From an optimization exercise on the open Yosys and OpenROAD flow, aimed at small area and a short achievable clock period; shortcuts taken in it are not production practice. No functional check of the RTL was part of this run.

===== standard.sh =====
#!/bin/bash
# synth_recipe.tcl (not shown) runs the flow's synth.tcl, then flattens the netlist and writes it again
# the make line also repeats each setting of config.mk as NAME=value (left out here)
make -C /OpenROAD-flow-scripts/flow DESIGN_CONFIG=/design/flow/config.mk WORK_HOME=/design/flow/orfs CLKGATE_MAP_FILE= SYNTH_SCRIPT=/design/flow/synth_recipe.tcl "${@:-finish}"

===== design.v =====
`timescale 1ns / 1ps
module HalfAdder(
    input a,
    input b,
    output f,
    output carryOut
    );
    assign f = a ^ b;
    assign carryOut = a & b;
endmodule
module HalfAdderN(
    input an,
    input bn,
    output fn,
    output carryOutN
    );
    Xnor2 x(an, bn, fn);
    Or2 o(an, bn, carryOutN);
endmodule
module Or2(input a, input b, output y);
    assign y = a | b;
endmodule
`timescale 1ns / 1ps
module FullAdder(
    input a,
    input b,
    input carryIn,
    output sum,
    output carryOut
    );
    assign sum = a ^ b ^ carryIn;
    assign carryOut = (a & b) | (a & carryIn) | (b & carryIn);
endmodule
`timescale 1ns / 1ps
module Inv(input a, output y);
    assign y = ~a;
endmodule
module Nand2(input a, input b, output y);
    assign y = ~(a & b);
endmodule
module Nor2(input a, input b, output y);
    assign y = ~(a | b);
endmodule
module Aoi21(input a, input b, input c, output y);
    assign y = ~((a & b) | c);
endmodule
module Oai21(input a, input b, input c, output y);
    assign y = ~((a | b) & c);
endmodule
module Xor2(input a, input b, output y);
    assign y = a ^ b;
endmodule
module Xnor2(input a, input b, output y);
    assign y = ~(a ^ b);
endmodule
module Ao21(input a, input b, input c, output y);
    assign y = (a & b) | c;
endmodule
module Ao22(input a, input b, input c, input d, output y);
    assign y = (a & b) | (c & d);
endmodule
`timescale 1ns / 1ps
module MACRegister(
    input clk,
    input rst,
    input [1:0] opcode,
    input [15:0] a,
    input [15:0] b,
    output [31:0] dataOut
    );
    reg [31:0] register;
    assign dataOut = register;
    wire [31:0] rt = ~register;
    wire pp0_0 = ~(a[0] & b[0]), pp0_1 = ~(a[0] & b[1]), pp0_2 = ~(a[0] & b[2]), pp0_3 = ~(a[0] & b[3]), pp0_4 = ~(a[0] & b[4]), pp0_5 = ~(a[0] & b[5]), pp0_6 = ~(a[0] & b[6]), pp0_7 = ~(a[0] & b[7]), pp0_8 = ~(a[0] & b[8]), pp0_9 = ~(a[0] & b[9]), pp0_10 = ~(a[0] & b[10]), pp0_11 = ~(a[0] & b[11]), pp0_12 = ~(a[0] & b[12]), pp0_13 = ~(a[0] & b[13]), pp0_14 = ~(a[0] & b[14]), pp0_15 = ~(a[0] & b[15]);
    wire pp1_0 = ~(a[1] & b[0]), pp1_1 = ~(a[1] & b[1]), pp1_2 = ~(a[1] & b[2]), pp1_3 = ~(a[1] & b[3]), pp1_4 = ~(a[1] & b[4]), pp1_5 = ~(a[1] & b[5]), pp1_6 = ~(a[1] & b[6]), pp1_7 = ~(a[1] & b[7]), pp1_8 = ~(a[1] & b[8]), pp1_9 = ~(a[1] & b[9]), pp1_10 = ~(a[1] & b[10]), pp1_11 = ~(a[1] & b[11]), pp1_12 = ~(a[1] & b[12]), pp1_13 = ~(a[1] & b[13]), pp1_14 = ~(a[1] & b[14]), pp1_15 = ~(a[1] & b[15]);
    wire pp2_0 = ~(a[2] & b[0]), pp2_1 = ~(a[2] & b[1]), pp2_2 = ~(a[2] & b[2]), pp2_3 = ~(a[2] & b[3]), pp2_4 = ~(a[2] & b[4]), pp2_5 = ~(a[2] & b[5]), pp2_6 = ~(a[2] & b[6]), pp2_7 = ~(a[2] & b[7]), pp2_8 = ~(a[2] & b[8]), pp2_9 = ~(a[2] & b[9]), pp2_10 = ~(a[2] & b[10]), pp2_11 = ~(a[2] & b[11]), pp2_12 = ~(a[2] & b[12]), pp2_13 = ~(a[2] & b[13]), pp2_14 = ~(a[2] & b[14]), pp2_15 = ~(a[2] & b[15]);
    wire pp3_0 = ~(a[3] & b[0]), pp3_1 = ~(a[3] & b[1]), pp3_2 = ~(a[3] & b[2]), pp3_3 = ~(a[3] & b[3]), pp3_4 = ~(a[3] & b[4]), pp3_5 = ~(a[3] & b[5]), pp3_6 = ~(a[3] & b[6]), pp3_7 = ~(a[3] & b[7]), pp3_8 = ~(a[3] & b[8]), pp3_9 = ~(a[3] & b[9]), pp3_10 = ~(a[3] & b[10]), pp3_11 = ~(a[3] & b[11]), pp3_12 = ~(a[3] & b[12]), pp3_13 = ~(a[3] & b[13]), pp3_14 = ~(a[3] & b[14]), pp3_15 = ~(a[3] & b[15]);
    wire pp4_0 = ~(a[4] & b[0]), pp4_1 = ~(a[4] & b[1]), pp4_2 = ~(a[4] & b[2]), pp4_3 = ~(a[4] & b[3]), pp4_4 = ~(a[4] & b[4]), pp4_5 = ~(a[4] & b[5]), pp4_6 = ~(a[4] & b[6]), pp4_7 = ~(a[4] & b[7]), pp4_8 = ~(a[4] & b[8]), pp4_9 = ~(a[4] & b[9]), pp4_10 = ~(a[4] & b[10]), pp4_11 = ~(a[4] & b[11]), pp4_12 = ~(a[4] & b[12]), pp4_13 = ~(a[4] & b[13]), pp4_14 = ~(a[4] & b[14]), pp4_15 = ~(a[4] & b[15]);
    wire pp5_0 = ~(a[5] & b[0]), pp5_1 = ~(a[5] & b[1]), pp5_2 = ~(a[5] & b[2]), pp5_3 = ~(a[5] & b[3]), pp5_4 = ~(a[5] & b[4]), pp5_5 = ~(a[5] & b[5]), pp5_6 = ~(a[5] & b[6]), pp5_7 = ~(a[5] & b[7]), pp5_8 = ~(a[5] & b[8]), pp5_9 = ~(a[5] & b[9]), pp5_10 = ~(a[5] & b[10]), pp5_11 = ~(a[5] & b[11]), pp5_12 = ~(a[5] & b[12]), pp5_13 = ~(a[5] & b[13]), pp5_14 = ~(a[5] & b[14]), pp5_15 = ~(a[5] & b[15]);
    wire pp6_0 = ~(a[6] & b[0]), pp6_1 = ~(a[6] & b[1]), pp6_2 = ~(a[6] & b[2]), pp6_3 = ~(a[6] & b[3]), pp6_4 = ~(a[6] & b[4]), pp6_5 = ~(a[6] & b[5]), pp6_6 = ~(a[6] & b[6]), pp6_7 = ~(a[6] & b[7]), pp6_8 = ~(a[6] & b[8]), pp6_9 = ~(a[6] & b[9]), pp6_10 = ~(a[6] & b[10]), pp6_11 = ~(a[6] & b[11]), pp6_12 = ~(a[6] & b[12]), pp6_13 = ~(a[6] & b[13]), pp6_14 = ~(a[6] & b[14]), pp6_15 = ~(a[6] & b[15]);
    wire pp7_0 = ~(a[7] & b[0]), pp7_1 = ~(a[7] & b[1]), pp7_2 = ~(a[7] & b[2]), pp7_3 = ~(a[7] & b[3]), pp7_4 = ~(a[7] & b[4]), pp7_5 = ~(a[7] & b[5]), pp7_6 = ~(a[7] & b[6]), pp7_7 = ~(a[7] & b[7]), pp7_8 = ~(a[7] & b[8]), pp7_9 = ~(a[7] & b[9]), pp7_10 = ~(a[7] & b[10]), pp7_11 = ~(a[7] & b[11]), pp7_12 = ~(a[7] & b[12]), pp7_13 = ~(a[7] & b[13]), pp7_14 = ~(a[7] & b[14]), pp7_15 = ~(a[7] & b[15]);
    wire pp8_0 = ~(a[8] & b[0]), pp8_1 = ~(a[8] & b[1]), pp8_2 = ~(a[8] & b[2]), pp8_3 = ~(a[8] & b[3]), pp8_4 = ~(a[8] & b[4]), pp8_5 = ~(a[8] & b[5]), pp8_6 = ~(a[8] & b[6]), pp8_7 = ~(a[8] & b[7]), pp8_8 = ~(a[8] & b[8]), pp8_9 = ~(a[8] & b[9]), pp8_10 = ~(a[8] & b[10]), pp8_11 = ~(a[8] & b[11]), pp8_12 = ~(a[8] & b[12]), pp8_13 = ~(a[8] & b[13]), pp8_14 = ~(a[8] & b[14]), pp8_15 = ~(a[8] & b[15]);
    wire pp9_0 = ~(a[9] & b[0]), pp9_1 = ~(a[9] & b[1]), pp9_2 = ~(a[9] & b[2]), pp9_3 = ~(a[9] & b[3]), pp9_4 = ~(a[9] & b[4]), pp9_5 = ~(a[9] & b[5]), pp9_6 = ~(a[9] & b[6]), pp9_7 = ~(a[9] & b[7]), pp9_8 = ~(a[9] & b[8]), pp9_9 = ~(a[9] & b[9]), pp9_10 = ~(a[9] & b[10]), pp9_11 = ~(a[9] & b[11]), pp9_12 = ~(a[9] & b[12]), pp9_13 = ~(a[9] & b[13]), pp9_14 = ~(a[9] & b[14]), pp9_15 = ~(a[9] & b[15]);
    wire pp10_0 = ~(a[10] & b[0]), pp10_1 = ~(a[10] & b[1]), pp10_2 = ~(a[10] & b[2]), pp10_3 = ~(a[10] & b[3]), pp10_4 = ~(a[10] & b[4]), pp10_5 = ~(a[10] & b[5]), pp10_6 = ~(a[10] & b[6]), pp10_7 = ~(a[10] & b[7]), pp10_8 = ~(a[10] & b[8]), pp10_9 = ~(a[10] & b[9]), pp10_10 = ~(a[10] & b[10]), pp10_11 = ~(a[10] & b[11]), pp10_12 = ~(a[10] & b[12]), pp10_13 = ~(a[10] & b[13]), pp10_14 = ~(a[10] & b[14]), pp10_15 = ~(a[10] & b[15]);
    wire pp11_0 = ~(a[11] & b[0]), pp11_1 = ~(a[11] & b[1]), pp11_2 = ~(a[11] & b[2]), pp11_3 = ~(a[11] & b[3]), pp11_4 = ~(a[11] & b[4]), pp11_5 = ~(a[11] & b[5]), pp11_6 = ~(a[11] & b[6]), pp11_7 = ~(a[11] & b[7]), pp11_8 = ~(a[11] & b[8]), pp11_9 = ~(a[11] & b[9]), pp11_10 = ~(a[11] & b[10]), pp11_11 = ~(a[11] & b[11]), pp11_12 = ~(a[11] & b[12]), pp11_13 = ~(a[11] & b[13]), pp11_14 = ~(a[11] & b[14]), pp11_15 = ~(a[11] & b[15]);
    wire pp12_0 = ~(a[12] & b[0]), pp12_1 = ~(a[12] & b[1]), pp12_2 = ~(a[12] & b[2]), pp12_3 = ~(a[12] & b[3]), pp12_4 = ~(a[12] & b[4]), pp12_5 = ~(a[12] & b[5]), pp12_6 = ~(a[12] & b[6]), pp12_7 = ~(a[12] & b[7]), pp12_8 = ~(a[12] & b[8]), pp12_9 = ~(a[12] & b[9]), pp12_10 = ~(a[12] & b[10]), pp12_11 = ~(a[12] & b[11]), pp12_12 = ~(a[12] & b[12]), pp12_13 = ~(a[12] & b[13]), pp12_14 = ~(a[12] & b[14]), pp12_15 = ~(a[12] & b[15]);
    wire pp13_0 = ~(a[13] & b[0]), pp13_1 = ~(a[13] & b[1]), pp13_2 = ~(a[13] & b[2]), pp13_3 = ~(a[13] & b[3]), pp13_4 = ~(a[13] & b[4]), pp13_5 = ~(a[13] & b[5]), pp13_6 = ~(a[13] & b[6]), pp13_7 = ~(a[13] & b[7]), pp13_8 = ~(a[13] & b[8]), pp13_9 = ~(a[13] & b[9]), pp13_10 = ~(a[13] & b[10]), pp13_11 = ~(a[13] & b[11]), pp13_12 = ~(a[13] & b[12]), pp13_13 = ~(a[13] & b[13]), pp13_14 = ~(a[13] & b[14]), pp13_15 = ~(a[13] & b[15]);
    wire pp14_0 = ~(a[14] & b[0]), pp14_1 = ~(a[14] & b[1]), pp14_2 = ~(a[14] & b[2]), pp14_3 = ~(a[14] & b[3]), pp14_4 = ~(a[14] & b[4]), pp14_5 = ~(a[14] & b[5]), pp14_6 = ~(a[14] & b[6]), pp14_7 = ~(a[14] & b[7]), pp14_8 = ~(a[14] & b[8]), pp14_9 = ~(a[14] & b[9]), pp14_10 = ~(a[14] & b[10]), pp14_11 = ~(a[14] & b[11]), pp14_12 = ~(a[14] & b[12]), pp14_13 = ~(a[14] & b[13]), pp14_14 = ~(a[14] & b[14]), pp14_15 = ~(a[14] & b[15]);
    wire pp15_0 = ~(a[15] & b[0]), pp15_1 = ~(a[15] & b[1]), pp15_2 = ~(a[15] & b[2]), pp15_3 = ~(a[15] & b[3]), pp15_4 = ~(a[15] & b[4]), pp15_5 = ~(a[15] & b[5]), pp15_6 = ~(a[15] & b[6]), pp15_7 = ~(a[15] & b[7]), pp15_8 = ~(a[15] & b[8]), pp15_9 = ~(a[15] & b[9]), pp15_10 = ~(a[15] & b[10]), pp15_11 = ~(a[15] & b[11]), pp15_12 = ~(a[15] & b[12]), pp15_13 = ~(a[15] & b[13]), pp15_14 = ~(a[15] & b[14]), pp15_15 = ~(a[15] & b[15]);
    wire s1, c2, s3, c4, s5, c6, s7, c8, s9, c10, s11, c12, s13, c14, s15, c16;
    wire s17, c18, s19, c20, s21, c22, s23, c24, s25, c26, s27, c28, s29, c30, s31, c32;
    wire s33, c34, s35, c36, s37, c38, s39, c40, s41, c42, s43, c44, s45, c46, s47, c48;
    wire s49, c50, s51, c52, s53, c54, s55, c56, s57, c58, s59, c60, s61, c62, s63, c64;
    wire s65, c66, s67, c68, s69, c70, s71, c72, s73, c74, s75, c76, s77, c78, s79, c80;
    wire s81, c82, s83, c84, s85, c86, s87, c88, s89, c90, s91, c92, s93, c94, s95, c96;
    wire s97, c98, s99, c100, s101, c102, s103, c104, s105, c106, s107, c108, s109, c110, s111, c112;
    wire s113, c114, s115, c116, s117, c118, s119, c120, s121, c122, s123, c124, s125, c126, s127, c128;
    wire s129, c130, s131, c132, s133, c134, s135, c136, s137, c138, s139, c140, s141, c142, s143, c144;
    wire s145, c146, s147, c148, s149, c150, s151, c152, s153, c154, s155, c156, s157, c158, s159, c160;
    wire s161, c162, s163, c164, s165, c166, s167, c168, s169, c170, s171, c172, s173, c174, s175, c176;
    wire s177, c178, s179, c180, s181, c182, s183, c184, s185, c186, s187, c188, s189, c190, s191, c192;
    wire s193, c194, s195, c196, s197, c198, s199, c200, s201, c202, s203, c204, s205, c206, s207, c208;
    wire s209, c210, s211, c212, s213, c214, s215, c216, s217, c218, s219, c220, s221, c222, s223, c224;
    wire s225, c226, s227, c228, s229, c230, s231, c232, s233, c234, s235, c236, s237, c238, s239, c240;
    wire s241, c242, s243, c244, s245, c246, s247, c248, s249, c250, s251, c252, s253, c254, s255, c256;
    wire s257, c258, s259, c260, s261, c262, s263, c264, s265, c266, s267, c268, s269, c270, s271, c272;
    wire s273, c274, s275, c276, s277, c278, s279, c280, s281, c282, s283, c284, s285, c286, s287, c288;
    wire s289, c290, s291, c292, s293, c294, s295, c296, s297, c298, s299, c300, s301, c302, s303, c304;
    wire s305, c306, s307, c308, s309, c310, s311, c312, s313, c314, s315, c316, s317, c318, s319, c320;
    wire s321, c322, s323, c324, s325, c326, s327, c328, s329, c330, s331, c332, s333, c334, s335, c336;
    wire s337, c338, s339, c340, s341, c342, s343, c344, s345, c346, s347, c348, s349, c350, s351, c352;
    wire s353, c354, s355, c356, s357, c358, s359, c360, s361, c362, s363, c364, s365, c366, s367, c368;
    wire s369, c370, s371, c372, s373, c374, s375, c376, s377, c378, s379, c380, s381, c382, s383, c384;
    wire s385, c386, s387, c388, s389, c390, s391, c392, s393, c394, s395, c396, s397, c398, s399, c400;
    wire s401, c402, s403, c404, s405, c406, s407, c408, s409, c410, s411, c412, s413, c414, s415, c416;
    wire s417, c418, s419, c420, s421, c422, s423, c424, s425, c426, s427, c428, s429, c430, s431, c432;
    wire s433, c434, s435, c436, s437, c438, s439, c440, s441, c442, s443, c444, s445, c446, s447, c448;
    wire s449, c450, s451, c452, s453, c454, s455, c456, s457, c458, s459, c460, s461, c462, s463, c464;
    wire s465, c466, s467, c468, s469, c470, s471, c472, s473, c474, s475, c476, s477, c478, s479, c480;
    wire s481, c482, s483, c484, s485, c486, s487, c488, s489, c490, s491, c492, s493, c494;
    HalfAdderN ha0(rt[12], pp0_12, s1, c2);
    FullAdder fa0(rt[13], pp0_13, pp10_3, s3, c4);
    HalfAdderN ha1(pp11_2, pp12_1, s5, c6);
    FullAdder fa1(rt[14], pp0_14, pp10_4, s7, c8);
    FullAdder fa2(pp11_3, pp12_2, pp13_1, s9, c10);
    HalfAdderN ha2(pp14_0, pp1_13, s11, c12);
    FullAdder fa3(rt[15], pp0_15, pp10_5, s13, c14);
    FullAdder fa4(pp11_4, pp12_3, pp13_2, s15, c16);
    FullAdder fa5(pp14_1, pp15_0, pp1_14, s17, c18);
    HalfAdderN ha3(pp2_13, pp3_12, s19, c20);
    FullAdder fa6(rt[16], pp10_6, pp11_5, s21, c22);
    FullAdder fa7(pp12_4, pp13_3, pp14_2, s23, c24);
    FullAdder fa8(pp15_1, pp1_15, pp2_14, s25, c26);
    HalfAdderN ha4(pp3_13, pp4_12, s27, c28);
    FullAdder fa9(rt[17], pp10_7, pp11_6, s29, c30);
    FullAdder fa10(pp12_5, pp13_4, pp14_3, s31, c32);
    FullAdder fa11(pp15_2, pp2_15, pp3_14, s33, c34);
    FullAdder fa12(rt[18], pp10_8, pp11_7, s35, c36);
    FullAdder fa13(pp12_6, pp13_5, pp14_4, s37, c38);
    FullAdder fa14(rt[19], pp10_9, pp11_8, s39, c40);
    HalfAdderN ha5(rt[8], pp0_8, s41, c42);
    FullAdder fa15(rt[9], pp0_9, pp1_8, s43, c44);
    HalfAdderN ha6(pp2_7, pp3_6, s45, c46);
    FullAdder fa16(rt[10], pp0_10, pp10_0, s47, c48);
    FullAdder fa17(pp1_9, pp2_8, pp3_7, s49, c50);
    HalfAdderN ha7(pp4_6, pp5_5, s51, c52);
    FullAdder fa18(rt[11], pp0_11, pp10_1, s53, c54);
    FullAdder fa19(pp11_0, pp1_10, pp2_9, s55, c56);
    FullAdder fa20(pp3_8, pp4_7, pp5_6, s57, c58);
    HalfAdderN ha8(pp6_5, pp7_4, s59, c60);
    FullAdder fa21(pp10_2, pp11_1, pp12_0, s61, c62);
    FullAdder fa22(pp1_11, pp2_10, pp3_9, s63, c64);
    FullAdder fa23(pp4_8, pp5_7, pp6_6, s65, c66);
    FullAdder fa24(pp7_5, pp8_4, pp9_3, s67, c68);
    FullAdder fa25(pp13_0, pp1_12, pp2_11, s69, c70);
    FullAdder fa26(pp3_10, pp4_9, pp5_8, s71, c72);
    FullAdder fa27(pp6_7, pp7_6, pp8_5, s73, c74);
    FullAdder fa28(pp9_4, c2, s5, s75, c76);
    FullAdder fa29(pp2_12, pp3_11, pp4_10, s77, c78);
    FullAdder fa30(pp5_9, pp6_8, pp7_7, s79, c80);
    FullAdder fa31(pp8_6, pp9_5, c6, s81, c82);
    FullAdder fa32(s11, c4, s7, s83, c84);
    FullAdder fa33(pp4_11, pp5_10, pp6_9, s85, c86);
    FullAdder fa34(pp7_8, pp8_7, pp9_6, s87, c88);
    FullAdder fa35(c12, s19, c8, s89, c90);
    FullAdder fa36(c10, s13, s15, s91, c92);
    FullAdder fa37(pp5_11, pp6_10, pp7_9, s93, c94);
    FullAdder fa38(pp8_8, pp9_7, c20, s95, c96);
    FullAdder fa39(s27, c14, c16, s97, c98);
    FullAdder fa40(c18, s21, s23, s99, c100);
    FullAdder fa41(pp4_13, pp5_12, pp6_11, s101, c102);
    FullAdder fa42(pp7_10, pp8_9, pp9_8, s103, c104);
    FullAdder fa43(c28, c22, c24, s105, c106);
    FullAdder fa44(c26, s29, s31, s107, c108);
    FullAdder fa45(pp15_3, pp3_15, pp4_14, s109, c110);
    FullAdder fa46(pp5_13, pp6_12, pp7_11, s111, c112);
    FullAdder fa47(pp8_10, pp9_9, c30, s113, c114);
    FullAdder fa48(c32, c34, s35, s115, c116);
    FullAdder fa49(pp12_7, pp13_6, pp14_5, s117, c118);
    FullAdder fa50(pp15_4, pp4_15, pp5_14, s119, c120);
    FullAdder fa51(pp6_13, pp7_12, pp8_11, s121, c122);
    FullAdder fa52(pp9_10, c36, c38, s123, c124);
    FullAdder fa53(rt[20], pp10_10, pp11_9, s125, c126);
    FullAdder fa54(pp12_8, pp13_7, pp14_6, s127, c128);
    FullAdder fa55(pp15_5, pp5_15, pp6_14, s129, c130);
    FullAdder fa56(pp7_13, pp8_12, pp9_11, s131, c132);
    FullAdder fa57(rt[21], pp10_11, pp11_10, s133, c134);
    FullAdder fa58(pp12_9, pp13_8, pp14_7, s135, c136);
    FullAdder fa59(pp15_6, pp6_15, pp7_14, s137, c138);
    FullAdder fa60(rt[22], pp10_12, pp11_11, s139, c140);
    FullAdder fa61(pp12_10, pp13_9, pp14_8, s141, c142);
    FullAdder fa62(rt[23], pp10_13, pp11_12, s143, c144);
    HalfAdderN ha9(rt[5], pp0_5, s145, c146);
    FullAdder fa63(rt[6], pp0_6, pp1_5, s147, c148);
    HalfAdderN ha10(pp2_4, pp3_3, s149, c150);
    FullAdder fa64(rt[7], pp0_7, pp1_6, s151, c152);
    FullAdder fa65(pp2_5, pp3_4, pp4_3, s153, c154);
    HalfAdderN ha11(pp5_2, pp6_1, s155, c156);
    FullAdder fa66(pp1_7, pp2_6, pp3_5, s157, c158);
    FullAdder fa67(pp4_4, pp5_3, pp6_2, s159, c160);
    FullAdder fa68(pp7_1, pp8_0, s41, s161, c162);
    FullAdder fa69(pp4_5, pp5_4, pp6_3, s163, c164);
    FullAdder fa70(pp7_2, pp8_1, pp9_0, s165, c166);
    FullAdder fa71(c42, s45, s43, s167, c168);
    FullAdder fa72(pp6_4, pp7_3, pp8_2, s169, c170);
    FullAdder fa73(pp9_1, c46, s51, s171, c172);
    FullAdder fa74(c44, s47, s49, s173, c174);
    FullAdder fa75(pp8_3, pp9_2, c52, s175, c176);
    FullAdder fa76(s59, c48, c50, s177, c178);
    FullAdder fa77(s53, s55, s57, s179, c180);
    FullAdder fa78(c60, s1, c54, s181, c182);
    FullAdder fa79(c56, c58, s61, s183, c184);
    FullAdder fa80(s63, s65, s67, s185, c186);
    FullAdder fa81(c62, c64, c66, s187, c188);
    FullAdder fa82(c68, s3, s69, s189, c190);
    FullAdder fa83(s71, s73, s75, s191, c192);
    FullAdder fa84(c70, c72, c74, s193, c194);
    FullAdder fa85(s77, s79, s9, s195, c196);
    FullAdder fa86(c76, s81, s83, s197, c198);
    FullAdder fa87(c78, c80, s17, s199, c200);
    FullAdder fa88(s85, s87, c82, s201, c202);
    FullAdder fa89(c84, s89, s91, s203, c204);
    FullAdder fa90(c86, c88, s25, s205, c206);
    FullAdder fa91(s93, s95, c90, s207, c208);
    FullAdder fa92(s97, c92, s99, s209, c210);
    FullAdder fa93(c94, s101, s103, s211, c212);
    FullAdder fa94(s33, c96, c98, s213, c214);
    FullAdder fa95(s105, c100, s107, s215, c216);
    FullAdder fa96(c102, c104, s109, s217, c218);
    FullAdder fa97(s111, s37, c106, s219, c220);
    FullAdder fa98(s113, c108, s115, s221, c222);
    FullAdder fa99(c110, c112, s39, s223, c224);
    FullAdder fa100(s117, s119, s121, s225, c226);
    FullAdder fa101(c114, s123, c116, s227, c228);
    FullAdder fa102(c40, c118, c120, s229, c230);
    FullAdder fa103(c122, s125, s127, s231, c232);
    FullAdder fa104(s129, s131, c124, s233, c234);
    FullAdder fa105(pp8_13, pp9_12, c126, s235, c236);
    FullAdder fa106(c128, c130, c132, s237, c238);
    FullAdder fa107(s133, s135, s137, s239, c240);
    FullAdder fa108(pp15_7, pp7_15, pp8_14, s241, c242);
    FullAdder fa109(pp9_13, c134, c136, s243, c244);
    FullAdder fa110(c138, s139, s141, s245, c246);
    FullAdder fa111(pp12_11, pp13_10, pp14_9, s247, c248);
    FullAdder fa112(pp15_8, pp8_15, pp9_14, s249, c250);
    FullAdder fa113(c140, c142, s143, s251, c252);
    FullAdder fa114(rt[24], pp10_14, pp11_13, s253, c254);
    FullAdder fa115(pp12_12, pp13_11, pp14_10, s255, c256);
    FullAdder fa116(pp15_9, pp9_15, c144, s257, c258);
    FullAdder fa117(rt[25], pp10_15, pp11_14, s259, c260);
    FullAdder fa118(pp12_13, pp13_12, pp14_11, s261, c262);
    FullAdder fa119(rt[26], pp11_15, pp12_14, s263, c264);
    HalfAdderN ha12(rt[3], pp0_3, s265, c266);
    FullAdder fa120(rt[4], pp0_4, pp1_3, s267, c268);
    HalfAdderN ha13(pp2_2, pp3_1, s269, c270);
    FullAdder fa121(pp1_4, pp2_3, pp3_2, s271, c272);
    FullAdder fa122(pp4_1, pp5_0, s145, s273, c274);
    FullAdder fa123(pp4_2, pp5_1, pp6_0, s275, c276);
    FullAdder fa124(c146, s149, s147, s277, c278);
    FullAdder fa125(pp7_0, c150, s155, s279, c280);
    FullAdder fa126(c148, s151, s153, s281, c282);
    FullAdder fa127(c156, c152, c154, s283, c284);
    FullAdder fa128(s157, s159, s161, s285, c286);
    FullAdder fa129(c158, c160, s163, s287, c288);
    FullAdder fa130(s165, c162, s167, s289, c290);
    FullAdder fa131(c164, c166, s169, s291, c292);
    FullAdder fa132(s171, c168, s173, s293, c294);
    FullAdder fa133(c170, c172, s175, s295, c296);
    FullAdder fa134(c174, s177, s179, s297, c298);
    FullAdder fa135(c176, c178, s181, s299, c300);
    FullAdder fa136(c180, s183, s185, s301, c302);
    FullAdder fa137(c182, c184, c186, s303, c304);
    FullAdder fa138(s187, s189, s191, s305, c306);
    FullAdder fa139(c188, c190, s193, s307, c308);
    FullAdder fa140(s195, c192, s197, s309, c310);
    FullAdder fa141(c194, c196, s199, s311, c312);
    FullAdder fa142(s201, c198, s203, s313, c314);
    FullAdder fa143(c200, s205, c202, s315, c316);
    FullAdder fa144(s207, c204, s209, s317, c318);
    FullAdder fa145(c206, s211, c208, s319, c320);
    FullAdder fa146(s213, c210, s215, s321, c322);
    FullAdder fa147(c212, s217, c214, s323, c324);
    FullAdder fa148(s219, c216, s221, s325, c326);
    FullAdder fa149(c218, s223, s225, s327, c328);
    FullAdder fa150(c220, c222, s227, s329, c330);
    FullAdder fa151(c224, s229, c226, s331, c332);
    FullAdder fa152(s231, s233, c228, s333, c334);
    FullAdder fa153(s235, c230, c232, s335, c336);
    FullAdder fa154(s237, s239, c234, s337, c338);
    FullAdder fa155(s241, c236, s243, s339, c340);
    FullAdder fa156(c238, c240, s245, s341, c342);
    FullAdder fa157(c242, s247, s249, s343, c344);
    FullAdder fa158(c244, c246, s251, s345, c346);
    FullAdder fa159(c248, c250, s253, s347, c348);
    FullAdder fa160(s255, s257, c252, s349, c350);
    FullAdder fa161(pp15_10, c254, c256, s351, c352);
    FullAdder fa162(s259, s261, c258, s353, c354);
    FullAdder fa163(pp13_13, pp14_12, pp15_11, s355, c356);
    FullAdder fa164(c260, c262, s263, s357, c358);
    FullAdder fa165(rt[27], pp12_15, pp13_14, s359, c360);
    FullAdder fa166(pp14_13, pp15_12, c264, s361, c362);
    FullAdder fa167(rt[28], pp13_15, pp14_14, s363, c364);
    HalfAdderN ha14(rt[2], pp0_2, s365, c366);
    FullAdder fa168(pp1_2, pp2_1, pp3_0, s367, c368);
    FullAdder fa169(pp4_0, c266, s269, s369, c370);
    FullAdder fa170(c270, c268, s271, s371, c372);
    FullAdder fa171(c272, s275, c274, s373, c374);
    FullAdder fa172(c276, s279, c278, s375, c376);
    FullAdder fa173(c280, c282, s283, s377, c378);
    FullAdder fa174(c284, s287, c286, s379, c380);
    FullAdder fa175(c288, s291, c290, s381, c382);
    FullAdder fa176(c292, s295, c294, s383, c384);
    FullAdder fa177(c296, s299, c298, s385, c386);
    FullAdder fa178(c300, c302, s303, s387, c388);
    FullAdder fa179(c304, s307, c306, s389, c390);
    FullAdder fa180(c308, s311, c310, s391, c392);
    FullAdder fa181(c312, s315, c314, s393, c394);
    FullAdder fa182(c316, s319, c318, s395, c396);
    FullAdder fa183(c320, s323, c322, s397, c398);
    FullAdder fa184(s327, c324, c326, s399, c400);
    FullAdder fa185(c328, s331, c330, s401, c402);
    FullAdder fa186(s335, c332, s337, s403, c404);
    FullAdder fa187(c336, s339, s341, s405, c406);
    FullAdder fa188(s343, c340, c342, s407, c408);
    FullAdder fa189(c344, s347, c346, s409, c410);
    FullAdder fa190(s351, c348, s353, s411, c412);
    FullAdder fa191(s355, c352, s357, s413, c414);
    FullAdder fa192(c356, s359, s361, s415, c416);
    FullAdder fa193(pp15_13, c360, s363, s417, c418);
    FullAdder fa194(rt[29], pp14_15, pp15_14, s419, c420);
    HalfAdderN ha15(rt[1], pp0_1, s421, c422);
    FullAdder fa195(pp1_1, pp2_0, s365, s423, c424);
    FullAdder fa196(c366, s265, s367, s425, c426);
    FullAdder fa197(c368, s267, s369, s427, c428);
    FullAdder fa198(c370, s273, s371, s429, c430);
    FullAdder fa199(c372, s277, s373, s431, c432);
    FullAdder fa200(s281, c374, s375, s433, c434);
    FullAdder fa201(c376, s285, s377, s435, c436);
    FullAdder fa202(c378, s289, s379, s437, c438);
    FullAdder fa203(s293, c380, s381, s439, c440);
    FullAdder fa204(s297, c382, s383, s441, c442);
    FullAdder fa205(s301, c384, s385, s443, c444);
    FullAdder fa206(s305, c386, s387, s445, c446);
    FullAdder fa207(c388, s309, s389, s447, c448);
    FullAdder fa208(s313, c390, s391, s449, c450);
    FullAdder fa209(s317, c392, s393, s451, c452);
    FullAdder fa210(s321, c394, s395, s453, c454);
    FullAdder fa211(s325, c396, s397, s455, c456);
    FullAdder fa212(s329, c398, s399, s457, c458);
    FullAdder fa213(s333, c400, s401, s459, c460);
    FullAdder fa214(c334, s403, c402, s461, c462);
    FullAdder fa215(c338, s405, c404, s463, c464);
    FullAdder fa216(s345, c406, s407, s465, c466);
    FullAdder fa217(s349, c408, s409, s467, c468);
    FullAdder fa218(c350, s411, c410, s469, c470);
    FullAdder fa219(c354, s413, c412, s471, c472);
    FullAdder fa220(c358, c414, s415, s473, c474);
    FullAdder fa221(c362, s417, c416, s475, c476);
    FullAdder fa222(c364, s419, c418, s477, c478);
    FullAdder fa223(rt[30], pp15_15, c420, s479, c480);
    HalfAdderN ha16(rt[0], pp0_0, s481, c482);
    FullAdder fa224(pp1_0, c482, s421, s483, c484);
    FullAdder fa225(c422, c484, s423, s485, c486);
    FullAdder fa226(c424, s425, c486, s487, c488);
    FullAdder fa227(c426, s427, c488, s489, c490);
    FullAdder fa228(c428, s429, c490, s491, c492);
    FullAdder fa229(c430, s431, c492, s493, c494);
    wire [31:0] x = {c480, c478, c476, c474, c472, c470, c468, c466, c464, c462, c460, c458, c456, c454, c452, c450, c448, c446, c444, c442, c440, c438, c436, c434, c432, s493, s491, s489, s487, s485, s483, s481};
    wire [31:0] y = {rt[31], s479, s477, s475, s473, s471, s469, s467, s465, s463, s461, s459, s457, s455, s453, s451, s449, s447, s445, s443, s441, s439, s437, s435, s433, 1'b1, 1'b1, 1'b1, 1'b1, 1'b1, 1'b1, 1'b1};
    wire n495, n496, n497, n498, n499, n500, n501, n502, n503, n504, n505, n506, n507, n508, n509, n510, n511, n512, n513, n514, n515, n516, n517, n518, n519, n520, n521, n522, n523, n524, n525, n526, n527, n528, n529, n530, n531, n532, n533, n534, n535, n536, n537, n538, n539, n540, n541, n542, n543, n544, n545, n546, n547, n548, n549, n550, n551, n552, n553, n554, n555, n556, n557, n558, n559, n560, n561, n562, n563, n564, n565, n566, n567, n568, n569, n570, n571, n572, n573, n574, n575, n576, n577, n578, n579, n580, n581, n582, n583, n584, n585, n586, n587, n588, n589, n590, n591, n592, n593, n594, n595, n596, n597, n598, n599, n600, n601, n602, n603, n604, n605, n606, n607, n608, n609, n610, n611, n612, n613, n614, n615, n616, n617, n618, n619, n620, n621, n622, n623, n624, n625, n626, n627, n628, n629, n630, n631, n632, n633, n634, n635, n636, n637, n638, n639, n640, n641, n642, n643, n644, n645, n646, n647, n648, n649, n650, n651, n652, n653, n654, n655, n656, n657, n658, n659, n660, n661, n662, n663, n664, n665, n666, n667, n668, n669, n670, n671, n672, n673, n674, n675, n676, n677, n678, n679, n680, n681, n682, n683, n684, n685, n686, n687, n688, n689, n690, n691, n692, n693, n694, n695, n696, n697, n698, n699, n700, n701;
    Xor2 u_n495(x[7], y[7], n495);
    Nand2 u_n496(x[7], y[7], n496);
    Nor2 u_n497(x[7], y[7], n497);
    Inv u_n498(c494, n498);
    Oai21 u_n499(n497, n498, n496, n499);
    Xor2 u_n500(x[8], y[8], n500);
    Nand2 u_n501(x[8], y[8], n501);
    Nor2 u_n502(x[8], y[8], n502);
    Xor2 u_n503(x[9], y[9], n503);
    Nand2 u_n504(x[9], y[9], n504);
    Nor2 u_n505(x[9], y[9], n505);
    Xor2 u_n506(x[10], y[10], n506);
    Nand2 u_n507(x[10], y[10], n507);
    Nor2 u_n508(x[10], y[10], n508);
    Xor2 u_n509(x[11], y[11], n509);
    Nand2 u_n510(x[11], y[11], n510);
    Nor2 u_n511(x[11], y[11], n511);
    Xor2 u_n512(x[12], y[12], n512);
    Nand2 u_n513(x[12], y[12], n513);
    Nor2 u_n514(x[12], y[12], n514);
    Xor2 u_n515(x[13], y[13], n515);
    Nand2 u_n516(x[13], y[13], n516);
    Nor2 u_n517(x[13], y[13], n517);
    Xor2 u_n518(x[14], y[14], n518);
    Nand2 u_n519(x[14], y[14], n519);
    Nor2 u_n520(x[14], y[14], n520);
    Xor2 u_n521(x[15], y[15], n521);
    Nand2 u_n522(x[15], y[15], n522);
    Nor2 u_n523(x[15], y[15], n523);
    Xor2 u_n524(x[16], y[16], n524);
    Nand2 u_n525(x[16], y[16], n525);
    Nor2 u_n526(x[16], y[16], n526);
    Xor2 u_n527(x[17], y[17], n527);
    Nand2 u_n528(x[17], y[17], n528);
    Nor2 u_n529(x[17], y[17], n529);
    Xor2 u_n530(x[18], y[18], n530);
    Nand2 u_n531(x[18], y[18], n531);
    Nor2 u_n532(x[18], y[18], n532);
    Xor2 u_n533(x[19], y[19], n533);
    Nand2 u_n534(x[19], y[19], n534);
    Nor2 u_n535(x[19], y[19], n535);
    Xor2 u_n536(x[20], y[20], n536);
    Nand2 u_n537(x[20], y[20], n537);
    Nor2 u_n538(x[20], y[20], n538);
    Xor2 u_n539(x[21], y[21], n539);
    Nand2 u_n540(x[21], y[21], n540);
    Nor2 u_n541(x[21], y[21], n541);
    Xor2 u_n542(x[22], y[22], n542);
    Nand2 u_n543(x[22], y[22], n543);
    Nor2 u_n544(x[22], y[22], n544);
    Xor2 u_n545(x[23], y[23], n545);
    Nand2 u_n546(x[23], y[23], n546);
    Nor2 u_n547(x[23], y[23], n547);
    Xor2 u_n548(x[24], y[24], n548);
    Nand2 u_n549(x[24], y[24], n549);
    Nor2 u_n550(x[24], y[24], n550);
    Xor2 u_n551(x[25], y[25], n551);
    Nand2 u_n552(x[25], y[25], n552);
    Nor2 u_n553(x[25], y[25], n553);
    Xor2 u_n554(x[26], y[26], n554);
    Nand2 u_n555(x[26], y[26], n555);
    Nor2 u_n556(x[26], y[26], n556);
    Xor2 u_n557(x[27], y[27], n557);
    Nand2 u_n558(x[27], y[27], n558);
    Nor2 u_n559(x[27], y[27], n559);
    Xor2 u_n560(x[28], y[28], n560);
    Nand2 u_n561(x[28], y[28], n561);
    Nor2 u_n562(x[28], y[28], n562);
    Xor2 u_n563(x[29], y[29], n563);
    Nand2 u_n564(x[29], y[29], n564);
    Nor2 u_n565(x[29], y[29], n565);
    Xor2 u_n566(x[30], y[30], n566);
    Nand2 u_n567(x[30], y[30], n567);
    Nor2 u_n568(x[30], y[30], n568);
    Xor2 u_n569(x[31], y[31], n569);
    Nand2 u_n570(x[31], y[31], n570);
    Nor2 u_n571(x[31], y[31], n571);
    Inv u_n572(n499, n572);
    Oai21 u_n573(n502, n572, n501, n573);
    Oai21 u_n574(n508, n504, n507, n574);
    Nor2 u_n575(n508, n505, n575);
    Oai21 u_n576(n514, n510, n513, n576);
    Nor2 u_n577(n514, n511, n577);
    Oai21 u_n578(n520, n516, n519, n578);
    Nor2 u_n579(n520, n517, n579);
    Oai21 u_n580(n526, n522, n525, n580);
    Nor2 u_n581(n526, n523, n581);
    Oai21 u_n582(n532, n528, n531, n582);
    Nor2 u_n583(n532, n529, n583);
    Oai21 u_n584(n538, n534, n537, n584);
    Nor2 u_n585(n538, n535, n585);
    Oai21 u_n586(n544, n540, n543, n586);
    Nor2 u_n587(n544, n541, n587);
    Oai21 u_n588(n550, n546, n549, n588);
    Nor2 u_n589(n550, n547, n589);
    Oai21 u_n590(n556, n552, n555, n590);
    Nor2 u_n591(n556, n553, n591);
    Oai21 u_n592(n562, n558, n561, n592);
    Nor2 u_n593(n562, n559, n593);
    Oai21 u_n594(n568, n564, n567, n594);
    Nor2 u_n595(n568, n565, n595);
    Inv u_n596(n573, n596);
    Oai21 u_n597(n505, n596, n504, n597);
    Aoi21 u_n598(n575, n573, n574, n598);
    Inv u_n599(n576, n599);
    Oai21 u_n600(n517, n599, n516, n600);
    Inv u_n601(n577, n601);
    Nor2 u_n602(n517, n601, n602);
    Aoi21 u_n603(n579, n576, n578, n603);
    Nand2 u_n604(n579, n577, n604);
    Inv u_n605(n580, n605);
    Oai21 u_n606(n529, n605, n528, n606);
    Inv u_n607(n581, n607);
    Nor2 u_n608(n529, n607, n608);
    Aoi21 u_n609(n583, n580, n582, n609);
    Nand2 u_n610(n583, n581, n610);
    Inv u_n611(n584, n611);
    Oai21 u_n612(n541, n611, n540, n612);
    Inv u_n613(n585, n613);
    Nor2 u_n614(n541, n613, n614);
    Aoi21 u_n615(n587, n584, n586, n615);
    Nand2 u_n616(n587, n585, n616);
    Inv u_n617(n588, n617);
    Oai21 u_n618(n553, n617, n552, n618);
    Inv u_n619(n589, n619);
    Nor2 u_n620(n553, n619, n620);
    Aoi21 u_n621(n591, n588, n590, n621);
    Nand2 u_n622(n591, n589, n622);
    Inv u_n623(n592, n623);
    Oai21 u_n624(n565, n623, n564, n624);
    Inv u_n625(n593, n625);
    Nor2 u_n626(n565, n625, n626);
    Aoi21 u_n627(n595, n592, n594, n627);
    Nand2 u_n628(n595, n593, n628);
    Oai21 u_n629(n511, n598, n510, n629);
    Inv u_n630(n598, n630);
    Aoi21 u_n631(n577, n630, n576, n631);
    Aoi21 u_n632(n602, n630, n600, n632);
    Oai21 u_n633(n604, n598, n603, n633);
    Oai21 u_n634(n535, n609, n534, n634);
    Nor2 u_n635(n535, n610, n635);
    Inv u_n636(n609, n636);
    Aoi21 u_n637(n585, n636, n584, n637);
    Inv u_n638(n610, n638);
    Nand2 u_n639(n585, n638, n639);
    Aoi21 u_n640(n614, n636, n612, n640);
    Nand2 u_n641(n614, n638, n641);
    Oai21 u_n642(n616, n609, n615, n642);
    Nor2 u_n643(n616, n610, n643);
    Oai21 u_n644(n559, n621, n558, n644);
    Nor2 u_n645(n559, n622, n645);
    Inv u_n646(n621, n646);
    Aoi21 u_n647(n593, n646, n592, n647);
    Inv u_n648(n622, n648);
    Nand2 u_n649(n593, n648, n649);
    Aoi21 u_n650(n626, n646, n624, n650);
    Nand2 u_n651(n626, n648, n651);
    Oai21 u_n652(n628, n621, n627, n652);
    Nor2 u_n653(n628, n622, n653);
    Inv u_n654(n633, n654);
    Oai21 u_n655(n523, n654, n522, n655);
    Aoi21 u_n656(n581, n633, n580, n656);
    Aoi21 u_n657(n608, n633, n606, n657);
    Oai21 u_n658(n610, n654, n609, n658);
    Aoi21 u_n659(n635, n633, n634, n659);
    Oai21 u_n660(n639, n654, n637, n660);
    Oai21 u_n661(n641, n654, n640, n661);
    Aoi21 u_n662(n643, n633, n642, n662);
    Inv u_n663(n652, n663);
    Oai21 u_n664(n571, n663, n570, n664);
    Inv u_n665(n653, n665);
    Nor2 u_n666(n571, n665, n666);
    Oai21 u_n667(n547, n662, n546, n667);
    Inv u_n668(n662, n668);
    Aoi21 u_n669(n589, n668, n588, n669);
    Aoi21 u_n670(n620, n668, n618, n670);
    Oai21 u_n671(n622, n662, n621, n671);
    Aoi21 u_n672(n645, n668, n644, n672);
    Oai21 u_n673(n649, n662, n647, n673);
    Oai21 u_n674(n651, n662, n650, n674);
    Aoi21 u_n675(n653, n668, n652, n675);
    Aoi21 u_n676(n666, n668, n664, n676);
    wire sM = ~rst & (opcode == 2'd2);
    wire sL = ~rst & (opcode == 2'd1);
    wire sH = ~rst & (opcode[0] == opcode[1]);
    wire [31:0] other, nxt;
    Ao22 u_o0(sL, b[0], sH, register[0], other[0]);
    Ao22 u_o1(sL, b[1], sH, register[1], other[1]);
    Ao22 u_o2(sL, b[2], sH, register[2], other[2]);
    Ao22 u_o3(sL, b[3], sH, register[3], other[3]);
    Ao22 u_o4(sL, b[4], sH, register[4], other[4]);
    Ao22 u_o5(sL, b[5], sH, register[5], other[5]);
    Ao22 u_o6(sL, b[6], sH, register[6], other[6]);
    Ao22 u_o7(sL, b[7], sH, register[7], other[7]);
    Ao22 u_o8(sL, b[8], sH, register[8], other[8]);
    Ao22 u_o9(sL, b[9], sH, register[9], other[9]);
    Ao22 u_o10(sL, b[10], sH, register[10], other[10]);
    Ao22 u_o11(sL, b[11], sH, register[11], other[11]);
    Ao22 u_o12(sL, b[12], sH, register[12], other[12]);
    Ao22 u_o13(sL, b[13], sH, register[13], other[13]);
    Ao22 u_o14(sL, b[14], sH, register[14], other[14]);
    Ao22 u_o15(sL, b[15], sH, register[15], other[15]);
    Ao22 u_o16(sL, a[0], sH, register[16], other[16]);
    Ao22 u_o17(sL, a[1], sH, register[17], other[17]);
    Ao22 u_o18(sL, a[2], sH, register[18], other[18]);
    Ao22 u_o19(sL, a[3], sH, register[19], other[19]);
    Ao22 u_o20(sL, a[4], sH, register[20], other[20]);
    Ao22 u_o21(sL, a[5], sH, register[21], other[21]);
    Ao22 u_o22(sL, a[6], sH, register[22], other[22]);
    Ao22 u_o23(sL, a[7], sH, register[23], other[23]);
    Ao22 u_o24(sL, a[8], sH, register[24], other[24]);
    Ao22 u_o25(sL, a[9], sH, register[25], other[25]);
    Ao22 u_o26(sL, a[10], sH, register[26], other[26]);
    Ao22 u_o27(sL, a[11], sH, register[27], other[27]);
    Ao22 u_o28(sL, a[12], sH, register[28], other[28]);
    Ao22 u_o29(sL, a[13], sH, register[29], other[29]);
    Ao22 u_o30(sL, a[14], sH, register[30], other[30]);
    Ao22 u_o31(sL, a[15], sH, register[31], other[31]);
    assign nxt[0] = (sM & ~x[0]) | other[0];
    assign nxt[1] = (sM & ~x[1]) | other[1];
    assign nxt[2] = (sM & ~x[2]) | other[2];
    assign nxt[3] = (sM & ~x[3]) | other[3];
    assign nxt[4] = (sM & ~x[4]) | other[4];
    assign nxt[5] = (sM & ~x[5]) | other[5];
    assign nxt[6] = (sM & ~x[6]) | other[6];
    Xnor2 u_n677(n495, c494, n677);
    Ao21 u_d7(sM, n677, other[7], nxt[7]);
    Xnor2 u_n678(n500, n499, n678);
    Ao21 u_d8(sM, n678, other[8], nxt[8]);
    Xnor2 u_n679(n503, n573, n679);
    Ao21 u_d9(sM, n679, other[9], nxt[9]);
    Xnor2 u_n680(n506, n597, n680);
    Ao21 u_d10(sM, n680, other[10], nxt[10]);
    Xor2 u_n681(n509, n598, n681);
    Ao21 u_d11(sM, n681, other[11], nxt[11]);
    Xnor2 u_n682(n512, n629, n682);
    Ao21 u_d12(sM, n682, other[12], nxt[12]);
    Xor2 u_n683(n515, n631, n683);
    Ao21 u_d13(sM, n683, other[13], nxt[13]);
    Xor2 u_n684(n518, n632, n684);
    Ao21 u_d14(sM, n684, other[14], nxt[14]);
    Xnor2 u_n685(n521, n633, n685);
    Ao21 u_d15(sM, n685, other[15], nxt[15]);
    Xnor2 u_n686(n524, n655, n686);
    Ao21 u_d16(sM, n686, other[16], nxt[16]);
    Xor2 u_n687(n527, n656, n687);
    Ao21 u_d17(sM, n687, other[17], nxt[17]);
    Xor2 u_n688(n530, n657, n688);
    Ao21 u_d18(sM, n688, other[18], nxt[18]);
    Xnor2 u_n689(n533, n658, n689);
    Ao21 u_d19(sM, n689, other[19], nxt[19]);
    Xor2 u_n690(n536, n659, n690);
    Ao21 u_d20(sM, n690, other[20], nxt[20]);
    Xnor2 u_n691(n539, n660, n691);
    Ao21 u_d21(sM, n691, other[21], nxt[21]);
    Xnor2 u_n692(n542, n661, n692);
    Ao21 u_d22(sM, n692, other[22], nxt[22]);
    Xor2 u_n693(n545, n662, n693);
    Ao21 u_d23(sM, n693, other[23], nxt[23]);
    Xnor2 u_n694(n548, n667, n694);
    Ao21 u_d24(sM, n694, other[24], nxt[24]);
    Xor2 u_n695(n551, n669, n695);
    Ao21 u_d25(sM, n695, other[25], nxt[25]);
    Xor2 u_n696(n554, n670, n696);
    Ao21 u_d26(sM, n696, other[26], nxt[26]);
    Xnor2 u_n697(n557, n671, n697);
    Ao21 u_d27(sM, n697, other[27], nxt[27]);
    Xor2 u_n698(n560, n672, n698);
    Ao21 u_d28(sM, n698, other[28], nxt[28]);
    Xnor2 u_n699(n563, n673, n699);
    Ao21 u_d29(sM, n699, other[29], nxt[29]);
    Xnor2 u_n700(n566, n674, n700);
    Ao21 u_d30(sM, n700, other[30], nxt[30]);
    Xor2 u_n701(n569, n675, n701);
    Ao21 u_d31(sM, n701, other[31], nxt[31]);
    always @ (posedge clk)
        register <= nxt;
endmodule

===== config.mk =====
export PLATFORM = sky130hd
export DESIGN_NAME = MACRegister
export DESIGN_NICKNAME = MACRegister
export VERILOG_FILES = /design/flow/design.v
export SDC_FILE = /design/flow/constraint.sdc
export NUM_CORES = 4
export LEC_CHECK = 0
export CAP_MARGIN = 20
export CORE_MARGIN = 2
export CORE_UTILIZATION = 55
export CTS_BUF_LIST = sky130_fd_sc_hd__clkbuf_8
export PLACE_DENSITY = 0.75
export SETUP_SLACK_MARGIN = 1.0
export SLEW_MARGIN = 20
export SYNTH_HIERARCHICAL = 1
export SYNTH_MINIMUM_KEEP_SIZE = 0

===== constraint.sdc =====
create_clock -name core_clock -period 19.0 [get_ports {clk}]
set_input_delay 3.8000 -clock core_clock [delete_from_list [all_inputs] [get_ports {clk}]]
set_output_delay 3.8000 -clock core_clock [all_outputs]
set_load 0.01 [all_outputs]

===== flow/run.sh =====
#!/bin/bash
# Standard ORFS layout, with buf_2 port buffers (buf_1 on the outputs, flow/outbuf.tcl after
# global placement), and timing repair aiming for 11 ns of setup slack at the design's clock
# period (a tighter internal target), working on the worst paths only (TNS_END_PERCENT=0).
set -euo pipefail
export POST_GLOBAL_PLACE_TCL="$(pwd)/flow/outbuf.tcl"
bash standard.sh "BUFFER_PORTS_ARGS=-buffer_cell sky130_fd_sc_hd__buf_2" "SETUP_SLACK_MARGIN=11" "TNS_END_PERCENT=0" finish > make_finish.log 2>&1

===== flow/outbuf.tcl =====
# After global placement: the buffers that buffer_ports put on the output ports drive only
# the port's load, so give them drive strength 1.
set db [ord::get_db]
set small [$db findMaster sky130_fd_sc_hd__buf_1]
set n 0
foreach bterm [[ord::get_db_block] getBTerms] {
  if {[$bterm getIoType] ne "OUTPUT"} { continue }
  set net [$bterm getNet]
  foreach iterm [$net getITerms] {
    if {![$iterm isOutputSignal]} { continue }
    set inst [$iterm getInst]
    if {[string match sky130_fd_sc_hd__buf_* [[$inst getMaster] getName]]} {
      $inst swapMaster $small
      incr n
    }
  }
}
puts "outbuf.tcl: $n output port buffers set to buf_1"

==> results.txt <==
-- worst max path at each step --
stage / from / end / slack (ns) / cells after the start
floorplan: a[11] / register[25] / 10.92 / 18
global placement: b[2] / register[25] / 10.43 / 20
detailed placement: a[0] / register[28] / 10.36 / 20
CTS: b[9] / register[19] / 11.00 / 15
global route: b[14] / register[27] / 10.92 / 17
finish: b[14] / register[27] / 11.04 / 17
-- routing by layer --
layer,vias up,routed length [um]
met2,328,12170
met5,-,0
li1,2892,-
met4,0,993
met3,73,2017
met1,3527,8983
-- metrics by stage --
step | instance area (um^2) | std cells
after floorplan | 8966 | 921
after global placement | 9015 | 1139
after detailed placement | 8975 | 1139
after CTS | 9215 | 1150
after global routing | 9872 | 1179
final | 9874 | 1180
-- Yosys stat by module (local to each module, per instance), a selection --
module | times used | flip-flops and latches
Or2 | 17 | 0
Inv | 20 | 0
Xnor2 | 31 | 0
Ao21 | 25 | 0
FullAdder | 230 | 0
Ao22 | 32 | 0
Xor2 | 36 | 0
Nor2 | 44 | 0
Nand2 | 33 | 0
Aoi21 | 20 | 0
MACRegister | 1 | 32
Oai21 | 33 | 0
-- cell type report --
type / count / area (um^2) / area share [%]
Multi-Input combinational cell: 769 / 7699 / 77.96
Timing Repair Buffer: 99 / 948.4 / 9.605
Sequential cell: 32 / 640.6 / 6.488
Tap cell: 216 / 270.3 / 2.737
Inverter: 55 / 206.4 / 2.091
Clock buffer: 5 / 68.82 / 0.6969
Clock inverter: 3 / 38.79 / 0.3928
Antenna cell: 1 / 2.502 / 0.02534
-- worst max-delay path: stages --
cell,delay (ns)
buf_8,0.16
nand2_1,0.10
fa_1,0.53
fa_1,0.43
fa_1,0.47
fa_1,0.39
fa_1,0.46
fa_2,0.58
nand2_1,0.09
o21ai_2,0.23
a21oi_4,0.09
o21ai_2,0.20
a21oi_4,0.07
buf_4,0.15
o21ai_1,0.16
xnor2_1,0.10
a21o_1,0.16
-- logic make-up (layout without fill, tap and decap cells) --
kind of cell    count (synthesis)  in the layout  share of synthesized area [%]
simple gates                  353            353                          15.68
fa+ha+maj                     232            232                          52.14
buf+inv                       120            162                          8.272
compound gates                117            117                          10.08
xor+xnor                       67             67                          6.609
flops                          32             32                          7.215
other cells                     0              1                              0
-- cells in the mapped netlist (20+ instances only) --
cell type  count  area (um^2)
buf_6         32        360.4
inv_1         55        206.5
xor2_1        36        315.3
clkbuf_2      31        155.2
o21ai_1       33        165.2
a21oi_2       20        175.2
fa_1         230         4604
xnor2_1       31        271.5
nand2_1      287         1077
dfxtp_1       32        640.6
nor2_1        44        165.2
a22o_1        32        280.3
a21o_1        25        187.7
-- repair_timing --
action / 4_1_cts / 5_1_grt
pin swaps: 2 / 28
gates resized for setup: 38 / 101
setup buffers: 3 / 28
gates cloned: 0 / 1
setup endpoints to repair: 16 / 18
==> flow_summary.yaml <==
min_path:
  min_path_type: "reg2reg"
  hold_path_depth: 2
  min_from: "register[30]"
  whs_endpoint: "register[30]"
timing:
  rsz0062_at_grt: "true"
  finalHoldViolations: 0
  final-max-slew-violation-count: 0
  finalSetupTns_ns: 0
  setup_slack_ns: 11.04
  slew_headroom_pct: 25.65
  setup_violations: 0
  timing.final.crit_share_pct: 41.88
  clock.fmax_mhz: 125.7
  period_minus_slack_ns: 7.957
  tightest_slew_ns: 1.108
  fin_skew_ns: 0.02085
  hold-worst-slack_ns: 0.5845
synth:
  synthesis.nets: 1189
  async_reset_ff_share_pct: 0
  synth_area_per_cell_um2: 9.640
  ys_seq_area_share_pct: 7.215
  synth_ff_type: "dfxtp_1"
  synthCells: 921
  synth_edf_count: 0
  synth-seq-cells: 32
  yosysUniqueCellTypes: 22
  ys_warn_count: 7
  netlist_area_mm2: 0.008879
cts:
  clockBufferDepth: 2
  cts_hold_buf: 0
  clk_pin_slew_ns: 0.09
  h-tree-depth: 2
  clock-root-buffer: "clkbuf_8"
  cts_buffers: 5
  cts.sinks: 32
  cts_tree: "done"
  insertion_delay_ns: 0.33
global_route:
  globalRouteMet3Util_pct: 6.128
  top_usage_layer: "met2"
  antenna_found_initial: 0
  grt_pass1_vias: 7188
  grt_max_degree: 33
  grt_use_total_pct: 30.02
  grt.overflow.total: 0
  met2_usage_pct: 50.75
  met1_usage_pct: 38.20
  grt_pass1_wl_um: 38010
floorplanning:
  die_h_um: 131.1
  die_x_um: 131.1
  initial_core_util_pct: 56.09
  fp-row-count: 46
  die_area_mm2: 0.01718
  io_pins: 68
  coreArea_mm2: 0.01583
routing:
  wl_per_cell_um: 20.48
  ant_nets: 0
  routed_wl_um: 24170
  drc: 0
  post_drt_via_cell_ratio: 5.780
  dr.pass1.iters: 6
  drtIter0Drc: 524
  num_vias: 6820
critical_path:
  crit_fanout: 17
  worst_setup_path_start_kind: "primary input"
  endpoint_kind: "register"
  r2r_cells: 16
  required_ns: 19.22
  rr_startpoint: "register[15]"
  worstSetupPathType: "in2reg"
  r2r-end: "register[27]"
  ff2ff_setup_slack_ns: 14.14
  arrival_ns: 8.18
final_layout:
  finalNetCount: 1230
  layout_common_cells: "nand2_1, fa_1, inv_1, xor2_1"
  syn2layout_area_growth_pct: 11.22
  final_common_cell: "nand2_1"
  regMostFlops: "register"
  top_regs: "register (32)"
  final_layout_size_suffix_gt1_share_pct: 16.20
  largest_register_ffs: 32
  utilization_pct: 62.39
  final.fill_count: 1252
placement:
  port-buffer-count: 67
  dp_slack_ns: 10.36
  dpl.hpwl_um: 17110
flow_run:
  drv_cap: 0
run_status:
  status: "complete, no violations"

-- static timing again, ports no longer ideal --
No port has a modelled driver above. Below, the same layout with a new extraction and two added sets of constraints. Step 1 sets driving cells, clkbuf_16 on the clock port and buf_2 on the other inputs (assumed; they add their load-dependent delay and slew). Step 2 also shifts input and output timing later by t, the mid clock arrival at the registers, as if the neighbouring blocks saw the same clock. Three values: ideal, step 1, step 2; two values: the first two.
t (ns): 0.364
setup WS [ns]: 11.043 / 10.945 / 10.581
worst setup path at the end: input to register
After both steps setup and hold are still met in this run. The setup slack of this run moves by -0.098 ns with the drivers and by -0.462 ns with both steps.
